This is an optimization exercise on Yosys and OpenROAD, whose aim is small area and a short achievable clock period, not a production implementation. Where RTL was checked, it was by simulation tests only, not by an equivalence proof against the original. No functional check of the RTL was part of runs 2 to 4. Power is estimated from default activity; no workload was simulated.

--- flow/design.v ---
module RF_ALU (input clk,
						input RegSet,	 
						input RegWrite,	 
						input [3:0] ALU_control,	 
						input [31:0] instr,	 
						input [31:0] Writedata,	 
						output reg[31:0] rd1,	 
						output reg[31:0] rd2,	 
						output reg[31:0] ALU_result,	 
						output reg  Zero);	 
reg [31:0] registers [31:0];
integer i;
reg [4:0] rs1;
reg [4:0] rs2;
reg [4:0] rd;
always @ (posedge clk) begin
	registers[0] = 0;	 
	rs1 = instr[19:15];	 
	rs2 = instr[24:20];	 
	rd = instr[11:7];		 
	rd1 = registers[rs1];	 
	rd2 = registers[rs2];	 
	if (RegSet)		 
		registers[rd] = Writedata;	 
	registers[0] = 0;	 
	if (ALU_control == 4'b0000)  
		ALU_result = rd1 & rd2;
	if (ALU_control == 4'b0001)	 
		ALU_result = rd1 | rd2;
	if (ALU_control == 4'b0010)	 
		ALU_result = rd1 + rd2;
	if (ALU_control == 4'b0110)	 
		ALU_result = rd1 - rd2;
	if ((rd1 - rd2) == 0)		 
		Zero = 1;
	else
		Zero = 0;
	if (RegWrite)	 
		registers[rd] = ALU_result;
end  
endmodule
--- flow/run.sh ---
#!/bin/bash
# synth_recipe.tcl (not shown) runs the flow's synth.tcl, then flattens the netlist and writes it again
# the make line also repeats each setting of config.mk as NAME=value (left out here)
make -C /OpenROAD-flow-scripts/flow DESIGN_CONFIG=/design/flow/config.mk WORK_HOME=/design/flow/orfs CLKGATE_MAP_FILE= SYNTH_SCRIPT=/design/flow/synth_recipe.tcl finish
--- flow/config.mk ---
export PLATFORM = sky130hd
export DESIGN_NAME = RF_ALU
export DESIGN_NICKNAME = RF_ALU
export VERILOG_FILES = /design/flow/design.v
export SDC_FILE = /design/flow/constraint.sdc
export NUM_CORES = 8
export LEC_CHECK = 0
export CAP_MARGIN = 20
export CORE_MARGIN = 2
export CORE_UTILIZATION = 40
export SLEW_MARGIN = 20
--- flow/constraint.sdc ---
create_clock -name core_clock -period 9.0 [get_ports {clk}]
set_input_delay 1.8000 -clock core_clock [delete_from_list [all_inputs] [get_ports {clk}]]
set_output_delay 1.8000 -clock core_clock [all_outputs]
set_load 0.01 [all_outputs]
==> results of run 1 <==
## worst reg2reg max path: stages (launching register included)
cell and delay (ns):
dfxtp_1 0.37, a22o_1 0.23, a221oi_1 0.23, nand3_1 0.17, nor4_4 0.76, inv_1 0.28, fa_1 0.55, nor2b_1 0.21
o311ai_4 0.29, a21boi_2 0.19, o41ai_4 0.61, o21bai_1 0.22, and3_1 0.23, o221a_2 0.27, a311o_1 0.42, buf_12 0.18
nor3_1 0.18, a21oi_1 0.07
## synthesized netlist by cell type (8+ instances only)
library cell     n
o211ai_1        22
nand2_1        584
dfxtp_1       1089
a22oi_1        612
nor2_1         483
or2_2           12
and2_1           9
o21ai_1         38
ha_1            95
a211oi_1       191
xnor2_1         37
nand2b_1        19
a31oi_1         10
mux2i_1        573
a221oi_1       146
clkbuf_1       617
inv_1          124
a21oi_1        578
nor4_1          72
a21o_1           8
nor2b_1        178
and3_1           8
o21bai_1        14
mux2_2         320
buf_1           91
o21ai_0        500
a22o_1         144
a222oi_1        64
o31ai_1         14
buf_2           35
or3_1            9
nand4_1         59
nor3_1          49
nand3_1        229
## metal layers
metal	part of all wire	global-route usage	up-vias	wire, um
met5	0.00075	0.00191	-	275
met4	0.096	0.349	38	35100
met3	0.17	0.230	2100	62600
met2	0.39	0.624	6573	141000
met1	0.34	0.540	31100	126000
li1	-	-	26300	-
## state kept, by name, summed over array words and instances (netlist names)
register / flops
Zero: 1
rd1: 32
registers: 992
rd2: 32
ALU_result: 32
## cells by family (layout without fill, tap and decap cells)
| group | count (synthesis) | count (layout) |
|---|---|---|
| flip-flops | 1089 | 1089 |
| AND/OR/NAND/NOR | 1747 | 1747 |
| buffers and inverters | 887 | 894 |
| other | 0 | 35 |
| XOR/XNOR | 42 | 42 |
| multiplexers | 893 | 893 |
| adder cells (fa/ha/maj) | 97 | 97 |
| AO/OA/AOI/OAI | 2402 | 2402 |
## power by group through the flow
stage                     registers (mW)  clock network [mW]  logic [mW]
after floorplan                     7.58                   0        4.60
after global placement              8.06                   0        7.33
after detailed placement            8.09                   0        7.41
after CTS                           8.01                5.31        7.45
after global routing                8.23                5.51        8.18
final                               8.16                5.36        7.70
## layout make-up
cell class / count / area [um2] / share of cell area
antenna: 35 / 87.6 / 0.00125
inverter: 131 / 497 / 0.00707
tap: 2016 / 2520 / 0.0359
timing repair buffer: 536 / 5060 / 0.0720
clock buffer: 166 / 3590 / 0.0511
multi-input combinational: 5181 / 36100 / 0.514
sequential: 1089 / 21800 / 0.310
clock inverter: 61 / 626 / 0.00890
## path summary, 6_finish.rpt
| check | cells after the start | startpoint | slack [ns] | endpoint |
|---|---|---|---|---|
| hold / removal | 2 | registers[7][20] | 0.56 | registers[7][20] |
| setup / recovery | 22 | instr[18] | 1.01 | registers[4][27] |
| setup reg to reg | 17 | registers[16][1] | 3.35 | registers[6][28] |
| hold reg to reg | 2 | registers[7][20] | 0.56 | registers[7][20] |
## per-stage QoR
| step | std cells | power (mW) |
|---|---|---|
| 2_1_floorplan | 7157 | 12.2 |
| 3_3_place_gp | 8944 | 15.4 |
| 3_5_place_dp | 8947 | 15.5 |
| 4_1_cts | 9174 | 20.8 |
| 5_1_grt | 9183 | 21.9 |
| 6_report | 9215 | 21.2 |
==> impl_metrics.ini, run 1 <==
[die]
die_y_um = 392
initial_core_util = 0.402
dieArea_um2 = 153000
pin_count = 168
core_area_um2 = 150000
row_count = 142
die_x_um = 392

[synth]
synth_top_cells_by_area = dfxtp_1 (36%), mux2i_1 (9.5%), a22oi_1 (7.6%)
async_reset_ff_frac = 0
synth_edf_count = 0
synth_top_area_share = 0.363
avgSynthCellArea_um2 = 8.40
synth.largest_area_cell = dfxtp_1
synth_area_um2 = 60100
synthMuxAreaShare = 0.155
synthCells = 7157
synth_flop_cell = dfxtp_1
ys_types = 88
synthXorXnorAreaFrac = 0.00612
synth_top_family_by_area = compound AO/OA/AOI/OAI gates
synth_fa_ha_area_frac = 0.0204
synth_nets = 7325
synth_compound_area_frac = 0.264
ys_seq_area_frac = 0.363
synth_simple_gate_area_frac = 0.134
ys_warn_count = 2
synth_seq_cells = 1089

[cells_and_area]
final_common_cell = dfxtp_1
drive_gt1_frac = 0.164
layout.nets = 7228
final_cell_mix = dfxtp_1 (1,089), a22oi_1 (612), mux2i_1 (573), a21oi_1 (562), nand2_1 (545)
syn_to_final_growth_pct = 16.9
num-fill-cells = 14300
final_util = 0.470
fin_area_um2 = 70300

[power]
p_int_mw = 12.7
switchingPower_mw = 8.57
leakagePower_nw = 29.7
seqPwrFrac = 0.384
p_sw_frac = 0.404
combPwrFrac = 0.363
peakVddDrop_mv = 0.179
p_per_area_nw_per_um2 = 302
clkPwrFrac = 0.253

[cts]
cts_hold_buffers = 0
cts_buffers = 121
clk_latency_ns = 0.80
cts_resized = 0
post-cts-setup-buffers = 0
clockRootBuffer = clkbuf_16
htree_levels = 3
cts_tree = done
cts_buffer_depth = 3
clkTransAtPathRegs_ns = 0.07
cts.sinks = 1089

[setup_path]
cp-start-kind = input pin
path_cells = clkdlybuf4s50_1 > or3b_2 > nor2_4 > buf_4 > a22o_1 > a221oi_1 > nand3_1 > nor4_1 > buf_4 > ha_1 > clkinv_1 > a21oi_1 > nand2_1 > nor3_2 > buf_4 > o31a_1 > a21oi_1 > mux2i_1 > xnor2_1 > a21oi_2 > buf_12 > o21ai_0
worst_path_most_repeated_cell = buf_4
cp.arrival_ns = 8.61
cp_top_family = simple AND/OR/NAND/NOR gates
cp-end-kind = flop
cp_max_fo = 32
worstPathRequired_ns = 9.62
critPathMaxStageDelay_ns = 0.94
timing.critical_path.buf_inv = 6
path_class = in -> reg
slowest_stage = nor2_4

[place]
placed_area_um2 = 65900
dp_hpwl_um = 215000
gp_congestion = 1.01
io_buffers = 150
post-place-ws_ns = 0.278

[sta]
timing.final.ws_setup_ns = 1.01
rsz0062_at_grt = false
skew_ns = 0.0459
slew_violations = 0
fin_setup_tns_ns = 0
hold_violations = 0
fmax_ghz = 0.125
worst_pin_slew_ns = 1.35
finalCriticalPeriod_ns = 7.99
setup_viol = 0
slew_headroom = 0.102
fin_crit_sh = 0.888
whs_ns = 0.558

[routing]
drc = 0
ant_nets = 0
vias_per_cell = 7.17
drt-initial-drc-count = 14000
wl_um = 365000
drt_pass1_iterations = 14
post_drt_wl_per_cell_um = 39.6
dr_total_vias = 66100

[global_route]
grt_pass1_wl_um = 488000
grt_usage = 0.457
overflow = 0
grt_pass1_vias = 58900
grt_max_degree = 64
antenna_found_initial = 34

[min_path]
hold_path_class = reg -> reg

[job]
maxCapViolations = 0

[status]
outcome = timing/DRC/antenna clean
==> run 2: changes to the inputs <==
==> flow/design.v (replaced) <==
module RF_ALU (input clk,
               input RegSet,
               input RegWrite,
               input [3:0] ALU_control,
               input [31:0] instr,
               input [31:0] Writedata,
               output reg [31:0] rd1,
               output reg [31:0] rd2,
               output [31:0] ALU_result,
               output reg Zero);
localparam CUT = 3;    
wire [4:0] rs1 = instr[19:15];
wire [4:0] rs2 = instr[24:20];
wire [4:0] rd  = instr[11:7];
reg        pend_v, pend_vn;
reg        pend_alu;
reg [4:0]  pend_rd, pend_rdn;
reg [31:0] pend_wd;
reg [31:0] regs [1:31];
wire [31:0] wdata = pend_alu ? ALU_result : pend_wd;
wire [31:0] stale;         
assign stale[0] = 1'b0;
wire [32*32-1:0] rows;     
assign rows[31:0] = wdata;
genvar r, k;
generate
    for (r = 1; r < 32; r = r + 1) begin : row
        wire we   = pend_v && (pend_rd == r);
        wire hold = pend_vn || (pend_rdn != ~r[4:0]);
        wire [31:0] d;
        assign stale[r] = we;
        assign rows[32*r +: 32] = regs[r];
        for (k = 0; k < 32; k = k + 1) begin : bt
            g_ao22 wc (.a1(regs[r][k]), .a2(hold), .b1(wdata[k]), .b2(we), .y(d[k]));
        end
        always @(posedge clk) regs[r] <= d;
    end
endgenerate
function [31:0] selects(input [4:0] rs, input [31:0] stl, input pv, input [4:0] prd);
    integer j;
    begin
        selects[0] = pv && (rs == prd) && (rs != 5'd0);
        for (j = 1; j < 32; j = j + 1)
            selects[j] = (rs == j) && !stl[j];
    end
endfunction
wire [31:0] sel1 = selects(rs1, stale, pend_v, pend_rd);
wire [31:0] sel2 = selects(rs2, stale, pend_v, pend_rd);
wire [31:0] a, b;
generate
    for (k = 0; k < 32; k = k + 1) begin : rdbit
        wire [31:0] col;
        for (r = 0; r < 32; r = r + 1) begin : c
            assign col[r] = rows[32*r + k];
        end
        rf_mux32 m1 (.sel(sel1), .d(col), .q(a[k]));
        rf_mux32 m2 (.sel(sel2), .d(col), .q(b[k]));
    end
endgenerate
wire op_and   = (ALU_control == 4'b0000);
wire op_or    = (ALU_control == 4'b0001);
wire op_sub   = (ALU_control == 4'b0110);
wire op_arith = (ALU_control == 4'b0010) || op_sub;
wire [31:0] bb, g0, p0;
generate
    for (k = 0; k < 32; k = k + 1) begin : pg
        g_xor2 x1 (.a(b[k]), .b(op_sub), .y(bb[k]));
        g_and2 ga (.a(a[k]), .b(bb[k]), .y(g0[k]));
        g_xor2 x2 (.a(a[k]), .b(bb[k]), .y(p0[k]));
    end
endgenerate
wire g0c;
g_ao21 cin0 (.a1(p0[0]), .a2(op_sub), .b1(g0[0]), .y(g0c));
wire [32*6-1:0] gv, tv;
assign gv[31:0] = {g0[31:1], g0c};
assign tv[31:0] = p0;
reg [31:0] alu_p;            
reg [31:0] alu_gn, alu_tn;   
genvar l;
generate
    for (l = 0; l < 5; l = l + 1) begin : lvl
        wire [31:0] gi = (l == CUT) ? ~alu_gn : gv[32*l +: 32];
        wire [31:0] ti = (l == CUT) ? ~alu_tn : tv[32*l +: 32];
        wire [31:0] giv = (l == CUT) ? alu_gn : gv[32*l +: 32];
        wire [31:0] tiv = (l == CUT) ? alu_tn : tv[32*l +: 32];
        ks_level #(.L(l), .INV_IN(l % 2)) u (.gi(giv), .ti(tiv),
            .go(gv[32*(l+1) +: 32]), .to(tv[32*(l+1) +: 32]));
    end
endgenerate
wire [31:0] cn = {gv[32*5 +: 31], 1'b1};    
generate
    for (k = 0; k < 32; k = k + 1) begin : sm
        g_xnor2 s (.a(alu_p[k]), .b(cn[k]), .y(ALU_result[k]));
    end
endgenerate
always @(posedge clk) begin
    rd1 <= a;
    rd2 <= b;
    Zero <= (a == b);
    if (op_arith) begin
        alu_p  <= {p0[31:1], p0[0] ^ op_sub};    
        alu_gn <= gv[32*CUT +: 32];
        alu_tn <= tv[32*CUT +: 32];
    end else begin
        alu_p  <= op_and ? (a & b) : op_or ? (a | b) : ALU_result;
        alu_gn <= 32'hffffffff;    
        alu_tn <= 32'hffffffff;
    end
    pend_v   <= (RegWrite || RegSet) && (rd != 5'd0);
    pend_vn  <= !((RegWrite || RegSet) && (rd != 5'd0));
    pend_alu <= RegWrite;
    pend_rd  <= rd;
    pend_rdn <= ~rd;
    pend_wd  <= Writedata;
end
endmodule
module rf_mux32 (input [31:0] sel, input [31:0] d, output q);
wire [15:0] t;
wire [3:0] u;
wire [1:0] v;
genvar j;
generate
    for (j = 0; j < 16; j = j + 1) begin : l1
        g_aoi22 x (.a1(sel[2*j]), .a2(d[2*j]), .b1(sel[2*j+1]), .b2(d[2*j+1]), .y(t[j]));
    end
    for (j = 0; j < 4; j = j + 1) begin : l2
        g_nand4 x (.a(t[4*j]), .b(t[4*j+1]), .c(t[4*j+2]), .d(t[4*j+3]), .y(u[j]));
    end
endgenerate
g_nor2 v0 (.a(u[0]), .b(u[1]), .y(v[0]));
g_nor2 v1 (.a(u[2]), .b(u[3]), .y(v[1]));
g_nand2 o (.a(v[0]), .b(v[1]), .y(q));
endmodule
module ks_level #(parameter L = 0, parameter INV_IN = 0)
                 (input [31:0] gi, input [31:0] ti, output [31:0] go, output [31:0] to);
genvar k;
generate
    for (k = 0; k < 32; k = k + 1) begin : bt
        if (k >= (1 << L)) begin : m
            if (INV_IN == 0) begin : p
                g_aoi21 g (.a1(ti[k]), .a2(gi[k-(1<<L)]), .b1(gi[k]), .y(go[k]));
                g_nand2 t (.a(ti[k]), .b(ti[k-(1<<L)]), .y(to[k]));
            end else begin : n
                g_oai21 g (.a1(ti[k]), .a2(gi[k-(1<<L)]), .b1(gi[k]), .y(go[k]));
                g_nor2 t (.a(ti[k]), .b(ti[k-(1<<L)]), .y(to[k]));
            end
        end else begin : t
            g_inv g (.a(gi[k]), .y(go[k]));
            g_inv t (.a(ti[k]), .y(to[k]));
        end
    end
endgenerate
endmodule
module g_aoi22 (input a1, input a2, input b1, input b2, output y);
assign y = ~((a1 & a2) | (b1 & b2));
endmodule
module g_ao22 (input a1, input a2, input b1, input b2, output y);
assign y = (a1 & a2) | (b1 & b2);
endmodule
module g_aoi21 (input a1, input a2, input b1, output y);
assign y = ~((a1 & a2) | b1);
endmodule
module g_oai21 (input a1, input a2, input b1, output y);
assign y = ~((a1 | a2) & b1);
endmodule
module g_ao21 (input a1, input a2, input b1, output y);
assign y = (a1 & a2) | b1;
endmodule
module g_nand4 (input a, input b, input c, input d, output y);
assign y = ~(a & b & c & d);
endmodule
module g_nand2 (input a, input b, output y);
assign y = ~(a & b);
endmodule
module g_nor2 (input a, input b, output y);
assign y = ~(a | b);
endmodule
module g_and2 (input a, input b, output y);
assign y = a & b;
endmodule
module g_xor2 (input a, input b, output y);
assign y = a ^ b;
endmodule
module g_xnor2 (input a, input b, output y);
assign y = ~(a ^ b);
endmodule
module g_inv (input a, output y);
assign y = ~a;
endmodule
--- a/flow/config.mk
+++ b/flow/config.mk
@@ -8,4 +8,6 @@
 export CAP_MARGIN = 20
 export CORE_MARGIN = 2
 export CORE_UTILIZATION = 40
+export SETUP_SLACK_MARGIN = 5
 export SLEW_MARGIN = 20
+export SYNTH_HIERARCHICAL = 1
==> impl_metrics.ini, run 2 <==
[status]
outcome = timing/DRC/antenna clean

[synth]
ys_warn_count = 9
synth_nets = 4786
avgSynthCellArea_um2 = 11.6
synthCells = 4651
synth_area_um2 = 54000

[cells_and_area]
largest_reg_flops = 992
final_common_cell = dfxtp_1
multi_input_area_um2 = 33500
layout.nets = 5425
seqCellArea_um2 = 23800
final_cell_mix = dfxtp_1 (1,181), a22oi_2 (1,024), a22o_1 (992), nand4_1 (260), buf_4 (251)
fin_area_um2 = 70500
num-fill-cells = 11300
drive_gt1_frac = 0.416
syn_to_final_growth_pct = 30.5

[die]
initial_core_util = 0.404
core_area_um2 = 134000
die_x_um = 371
die_y_um = 371
dieArea_um2 = 138000
pin_count = 168
row_count = 134

[power]
leakagePower_nw = 24.5
p_per_area_nw_per_um2 = 277
peakVddDrop_mv = 0.202

[routing]
ant_nets = 0
vias_per_cell = 6.79
top_layer = met4
drc = 0
wl_met3_um = 25400
route.layer.met1.wl_um = 96300
drt-initial-drc-count = 6059
dr_total_vias = 48600
wl_met2_um = 104000
wl_um = 242000
post_drt_wl_per_cell_um = 33.8
drt_pass1_iterations = 6

[global_route]
grt_max_degree = 74
overflow = 0
grt_pass1_vias = 45900
grt_usage = 0.335
grt_pass1_wl_um = 337000
antenna_found_initial = 1

[setup_path]
cp_max_fo = 8
slowest_stage = nand4_1
path_class = in -> reg
cp-start-kind = input pin
critPathMaxStageDelay_ns = 0.35
cp-end-kind = flop
cp.arrival_ns = 4.87
worstPathRequired_ns = 9.62
path_cells = buf_16 > nand2b_4 > or2_4 > nor4_4 > buf_6 > buf_8 > buf_12 > buf_16 > a22oi_2 > nand4_1 > nor2_2 > nand2_2 > xor2_2 > xor2_2 > buf_6 > a21oi_4 > o21ai_4 > a21oi_2 > nand2b_1

[sta]
timing.final.ws_setup_ns = 4.74
skew_ns = 0.0422
fin_setup_tns_ns = 0
setup_viol = 0
slew_headroom = 0.235
finalCriticalPeriod_ns = 4.26
worst_pin_slew_ns = 1.15
hold_violations = 0
slew_violations = 0
rsz0062_at_grt = true
fin_crit_sh = 0.473
fmax_ghz = 0.235

[cts]
cts_tree = done
cts_hold_buffers = 0
clk_latency_ns = 0.79
cts_buffer_depth = 3
cts.sinks = 1188
clockRootBuffer = clkbuf_16
cts_buffers = 132
clkTransAtPathRegs_ns = 0.06
htree_levels = 4

[place]
placed_area_um2 = 59700
post-place-ws_ns = 1.99
dp_hpwl_um = 139000
io_buffers = 150
gp_congestion = 0.920

[job]
maxCapViolations = 0

[min_path]
hold_path_class = reg -> reg
run 2: worst paths after layout:
| path | from | endpoint | slack [ns] | depth (start not counted) |
|---|---|---|---|---|
| hold / removal | regs[23][22] | regs[23][22] | 0.55 | 1 |
| hold reg to reg | regs[23][22] | regs[23][22] | 0.55 | 1 |
| setup reg to reg | pend_rd[4] | Zero | 4.82 | 15 |
| setup / recovery | instr[21] | alu_gn[13] | 4.74 | 19 |
run 2: worst max-delay path: cells and delay by family:
kind | cells | cell delay [ns]
AND/OR/NAND/NOR | 7 | 1.32
buffers and inverters | 6 | 0.83
AO/OA/AOI/OAI | 4 | 0.49
XOR/XNOR | 2 | 0.38
run 2: report_power, final:
| group | switching [mW] | internal (mW) |
|---|---|---|
| Sequential | 1.54 | 6.75 |
| Combinational | 2.93 | 2.64 |
| Clock | 2.32 | 3.33 |
| Total | 6.79 | 12.7 |
run 2: final cells by class:
cell class	count	area share
diodes	2	0.0000710
inverters	101	0.00538
flip-flops and latches	1188	0.338
repair buffers	551	0.0866
clock buffers	192	0.0554
multi-input cells	3316	0.476
well taps	1768	0.0314
clock inverters	39	0.00793
run 2: repair_timing:
action / 4_1_cts / 5_1_grt
resized for setup: 781 / 147
gates cloned: 19 / 3
setup buffers: 172 / 38
endpoints found under the setup margin: 182 / 76
pin swaps: 223 / 92
run 2: per-layer routing:
layer	vias up	track usage
li1	20300	-
met1	24600	0.434
met2	2984	0.494
met3	632	0.0875
met4	0	0.211
met5	-	0
run 2: metrics by stage:
step | power (mW) | std cells | hold slack (ns) | utilization
2_1_floorplan | 10.8 | 4651 | 0.514 | -
3_5_place_dp | 12.6 | 6692 | 0.533 | 0.446
3_3_place_gp | 12.4 | 6690 | 0.524 | 0.446
6_report | 19.5 | 7157 | 0.547 | 0.527
5_1_grt | 20.1 | 7156 | 0.556 | 0.527
4_1_cts | 19.0 | 7114 | 0.548 | 0.518
==> run 3: changes to the inputs <==
--- a/flow/config.mk
+++ b/flow/config.mk
@@ -8,6 +8,6 @@
 export CAP_MARGIN = 20
 export CORE_MARGIN = 2
 export CORE_UTILIZATION = 40
-export SETUP_SLACK_MARGIN = 5
+export SETUP_SLACK_MARGIN = 4.6
 export SLEW_MARGIN = 20
 export SYNTH_HIERARCHICAL = 1
==> impl_metrics.ini, run 3 <==
[status]
outcome = timing/DRC/antenna clean

[setup_path]
path_cells = buf_4 > nand2b_2 > or2_4 > nor4_4 > buf_4 > buf_12 > a22oi_2 > nand4_1 > nor2_1 > nand2_2 > xor2_2 > buf_4 > nand2_2 > nor2_2 > a21oi_2 > nand2b_1
cp.arrival_ns = 5.11
worstPathRequired_ns = 9.62
cp_top_family = simple AND/OR/NAND/NOR gates
timing.rr.end = alu_gn[13]
cp-end-kind = flop
reg2reg_depth = 15
cp_max_fo = 16
r2r-start = pend_rd[3]
path_class = in -> reg
reg2reg_slack_ns = 4.58
timing.critical_path.buf_inv = 4
critPathMaxStageDelay_ns = 0.32
slowest_stage = or2_4
worst_path_most_repeated_cell = buf_4
cp-start-kind = input pin

[cells_and_area]
syn_to_final_growth_pct = 23.8
seqCellArea_um2 = 23800
num-fill-cells = 11900
final_cell_mix = dfxtp_1 (1,185), a22oi_2 (1,024), a22o_1 (992), nand4_1 (260), buf_4 (164)
multi_input_area_um2 = 31800
final_util = 0.500
final_common_cell = dfxtp_1
layout.nets = 5279
final_cells = 7013
drive_gt1_frac = 0.379
largest_reg_flops = 992

[global_route]
grt_max_degree = 74
use_met1 = 0.429
use_met3 = 0.0746
grt_usage = 0.322
grt_pass1_wl_um = 325000
grt_most_used_layer = met2
use_met2 = 0.477
overflow = 0
grt_pass1_vias = 44300
antenna_found_initial = 6

[sta]
fmax_ghz = 0.223
skew_ns = 0.0345
hold_violations = 0
fin_crit_sh = 0.498
worst_pin_slew_ns = 1.14
slew_violations = 0
rsz0062_at_grt = false
slew_headroom = 0.243
fin_setup_tns_ns = 0
finalCriticalPeriod_ns = 4.48
whs_ns = 0.546
setup_viol = 0

[die]
core_area_um2 = 134000
die_x_um = 371
pin_count = 168
dieArea_um2 = 138000
initial_core_util = 0.404
die_y_um = 371
row_count = 134

[cts]
clkTransAtPathRegs_ns = 0.06
clockRootBuffer = clkbuf_16
cts.sinks = 1188
cts_tree = done
cts_buffers = 132
cts_buffer_depth = 3
htree_levels = 4
clk_latency_ns = 0.79

[job]
maxCapViolations = 0

[min_path]
min_to = regs[21][20]
whs_path_depth = 1
hold_start = regs[21][20]
hold_path_class = reg -> reg

[routing]
drt_pass1_iterations = 11
wl_um = 233000
vias_per_cell = 6.77
drc = 0
ant_nets = 0
drt-initial-drc-count = 5930
post_drt_wl_per_cell_um = 33.2
dr_total_vias = 47500

[place]
io_buffers = 150
gp_congestion = 0.920
dp_hpwl_um = 139000
dp.cells = 6692

[power]
leakagePower_nw = 22.9
power_mw = 18.7
peakVddDrop_mv = 0.207
p_per_area_nw_per_um2 = 280

[synth]
ys_warn_count = 9
synth_area_um2 = 54000
synth_nets = 4786
synthCells = 4651
avgSynthCellArea_um2 = 11.6
-- run 3: cell types whose count changed in the layout (fill, tap and decap cells not counted), sizes merged --
cell           previous run  this run
buf                     398       251
diode                     2         4
bufbuf                    7         4
clkbuf                  198       202
clkdlybuf4s50           112       140
dlymetal6s2s              4         0
dlygate4sd2              24         0
-- run 3: worst max-delay path by stage --
stage / from / slack [ns] / end / depth (start not counted)
after floorplan: instr[20] / 0.85 / alu_gn[28] / 14
after global placement: instr[16] / 2.01 / Zero / 14
after detailed placement: instr[17] / 1.99 / alu_gn[15] / 15
after CTS: pend_rd[4] / 4.58 / alu_tn[25] / 15
after global routing: instr[16] / 4.56 / alu_gn[11] / 16
final: instr[16] / 4.52 / alu_gn[13] / 16
-- run 3: what timing repair did --
action,CTS,global route
hold buffers,0,0
cloned,6,5
pin swaps,49,54
setup endpoints to repair,147,63
setup buffers,39,36
gates resized for setup,328,176
-- run 3: where the power goes --
part,leakage (nW),internal [mW],switching (mW)
logic,10.8,2.23,2.57
registers,9.88,6.75,1.51
clock network,2.19,3.33,2.31
total,22.9,12.3,6.39
-- run 3: area by class of cell --
type | instances | share of cell area
clock buffer | 192 | 0.0584
antenna | 4 | 0.000150
sequential | 1188 | 0.356
multi-input combinational | 3316 | 0.476
clock inverter | 39 | 0.00836
timing repair buffer | 405 | 0.0631
tap | 1768 | 0.0331
inverter | 101 | 0.00567
-- run 3: layer usage --
layer | wire (um) | vias to the layer above
li1 | - | 20000
met4 | 14400 | 6
met2 | 100000 | 2771
met3 | 22900 | 557
met5 | 31 | -
met1 | 95600 | 24100
-- run 3: per-stage QoR --
stage | cell area [um2] | worst slack, ns
5_1_grt | 66900 | 4.56
3_5_place_dp | 59700 | 1.99
3_3_place_gp | 59700 | 2.01
4_1_cts | 65800 | 4.58
2_1_floorplan | 54300 | 0.852
6_report | 66900 | 4.52
==> run 4: changes to the inputs <==
--- a/flow/config.mk
+++ b/flow/config.mk
@@ -8,6 +8,6 @@
 export CAP_MARGIN = 20
 export CORE_MARGIN = 2
 export CORE_UTILIZATION = 40
-export SETUP_SLACK_MARGIN = 4.6
+export SETUP_SLACK_MARGIN = 4.0
 export SLEW_MARGIN = 20
 export SYNTH_HIERARCHICAL = 1
==> impl_metrics.ini, run 4 <==
[power]
combPwrFrac = 0.243
p_sw_frac = 0.339
p_int_mw = 12.1
clkPwrFrac = 0.308
leakagePower_nw = 22.2
seqPwrFrac = 0.449
p_per_area_nw_per_um2 = 283
peakVddDrop_mv = 0.203
switchingPower_mw = 6.23

[routing]
wl_um = 229000
drt-initial-drc-count = 5650
ant_nets = 0
vias_per_cell = 6.74
wl_met3_um = 22400
post_drt_wl_per_cell_um = 33.0
route.layer.met1.wl_um = 95400
wl_met2_um = 97800
drc = 0
drt_pass1_iterations = 9
dr_total_vias = 46800
top_layer = met5

[global_route]
overflow = 0
grt_max_degree = 74
grt_usage = 0.318
grt_pass1_vias = 44100
antenna_found_initial = 8
grt_pass1_wl_um = 322000

[setup_path]
cp-end-kind = flop
startpoint = instr[19]
cp.arrival_ns = 5.70
path_cells = clkdlybuf4s15_1 > or2_2 > nor4_2 > bufbuf_16 > a22oi_2 > nand4_1 > nor2_1 > nand2_1 > inv_1 > ha_1 > nor4_1 > nand4_1 > nor2_1
r2r-start = pend_v
reg2reg_slack_ns = 4.13
reg2reg_depth = 14
slowest_stage = or2_2
critPathMaxStageDelay_ns = 0.55
path_class = in -> reg
worstPathRequired_ns = 9.70
cp-start-kind = input pin
cp_max_fo = 32

[cts]
clockRootBuffer = clkbuf_16
cts.sinks = 1188
clk_latency_ns = 0.79
cts_tree = done
clkTransAtPathRegs_ns = 0.06
cts_buffer_depth = 3
cts_buffers = 132
htree_levels = 4
cts_hold_buffers = 0

[sta]
slew_headroom = 0.250
fin_crit_sh = 0.556
setup_viol = 0
fin_setup_tns_ns = 0
skew_ns = 0.0345
worst_pin_slew_ns = 1.12
hold_violations = 0
fmax_ghz = 0.200
slew_violations = 0
rsz0062_at_grt = true
finalCriticalPeriod_ns = 5.00

[place]
placed_area_um2 = 59700
dp_hpwl_um = 139000
gp_congestion = 0.920
io_buffers = 150

[cells_and_area]
largest_reg_flops = 992
layout.nets = 5211
fin_area_um2 = 64900
syn_to_final_growth_pct = 20.2
final_common_cell = dfxtp_1
num-fill-cells = 12100
drive_gt1_frac = 0.340
final_cell_mix = dfxtp_1 (1,187), a22oi_2 (1,024), a22o_1 (992), nand4_1 (260), nand2_1 (149)
final_util = 0.485

[die]
pin_count = 168
initial_core_util = 0.404
core_area_um2 = 134000
die_y_um = 371
dieArea_um2 = 138000
die_x_um = 371
row_count = 134

[job]
maxCapViolations = 0

[min_path]
hold_path_class = reg -> reg
hold_start = regs[13][2]
whs_path_depth = 1

[synth]
synthCells = 4651
ys_warn_count = 9
avgSynthCellArea_um2 = 11.6
synth_area_um2 = 54000
synth_nets = 4786

[status]
outcome = timing/DRC/antenna clean
[run 4: cell types whose count changed in the layout (fill, tap and decap cells not counted), moves of 8 or more]
cell	previous run	this run
buf_12	28	12
buf_4	164	139
buf_6	47	28
nand2_1	86	149
nand2_2	77	23
nand2_4	9	0
nor2_1	116	146
nor2_4	71	48
o21ai_1	26	35
xnor2_1	30	40
xnor2_2	9	0
xor2_1	11	40
xor2_2	46	25
xor2_4	8	0
[run 4: area by class of cell]
class	count	area (um2)	area share
sequential	1188	23800	0.366
clock inverter	39	559	0.00861
antenna	4	10.0	0.000154
multi-input combinational	3316	30900	0.475
inverter	101	379	0.00584
timing repair buffer	337	3210	0.0495
clock buffer	192	3910	0.0602
tap	1768	2210	0.0341
[run 4: power groups by stage]
stage | clock network, mW | logic (mW) | registers (mW)
after detailed placement | 0 | 4.28 | 8.30
after global routing | 5.89 | 4.67 | 8.41
final | 5.65 | 4.46 | 8.25
after floorplan | 0 | 2.75 | 8.07
after global placement | 0 | 4.22 | 8.23
after CTS | 5.69 | 4.31 | 8.20
[run 4: final timing paths]
check	end
max reg2reg	Zero
min reg2reg	regs[13][2]
max	Zero
min	regs[13][2]
[run 4: critical path: cells and delay by family]
family	cells	cell delay, ns
AO/OA/AOI/OAI	1	0.09
AND/OR/NAND/NOR	8	2.37
buffers and inverters	3	1.01
adder cells (fa/ha/maj)	1	0.34
[run 4: stage by stage]
step / setup WS, ns / power [mW] / hold WS (ns) / cells
final: 4.00 / 18.4 / 0.545 / 6945
after global routing: 3.95 / 19.0 / 0.556 / 6943
after CTS: 4.04 / 18.2 / 0.548 / 6936
after detailed placement: 1.99 / 12.6 / 0.533 / 6692
after global placement: 2.01 / 12.4 / 0.524 / 6690
after floorplan: 0.852 / 10.8 / 0.514 / 4651
[run 4: timing repair]
action / in CTS / in global routing
gates cloned: 0 / 1
setup buffers: 13 / 4
endpoints found under the setup margin: 91 / 55
gates resized for setup: 100 / 91
pin swaps: 8 / 7
endpoints found under the hold margin: 0 / 0
[run 4: per-layer routing]
| metal | up-vias | track usage |
|---|---|---|
| met3 | 510 | 0.0799 |
| met5 | - | 0 |
| met4 | 4 | 0.180 |
| met1 | 23800 | 0.423 |
| met2 | 2589 | 0.469 |
| li1 | 19900 | - |

separate check: timing with driven ports:
The results above use ideal ports. As a check the final layouts listed here were re-extracted and re-timed, cells and wires unchanged. Step 1 (the two cells are an assumption about what drives the block):
set clk [get_ports {clk}]
set_driving_cell -lib_cell sky130_fd_sc_hd__clkbuf_16 $clk
set_driving_cell -lib_cell sky130_fd_sc_hd__buf_2 [delete_from_list [all_inputs] $clk]
Step 2 moves the port delays by t, midway between the first and last clock arrival at a register: inputs arrive t later, outputs are due t later. That takes back most of the time a late clock gives input paths. Slacks: ideal ports / drivers / drivers and shift; pairs: ideal ports / drivers.
run	shift t [ns]	setup slack, ns	latest minus earliest clock arrival (ns)	pins driven straight from the clock port
run 1	0.864	1.010 / 1.057 / 0.193	0.046 / 0.046	1
run 2	0.843	4.744 / 4.570 / 3.727	0.043 / 0.044	1
run 3	0.847	4.520 / 4.429 / 3.582	0.039 / 0.038	1
run 4	0.851	4.000 / 3.911 / 3.059	0.039 / 0.039	1
After both steps setup and hold are still met in every run listed. The setup slack of run 2, which loses most, moves by -0.174 ns with the drivers and by -1.017 ns with both steps.
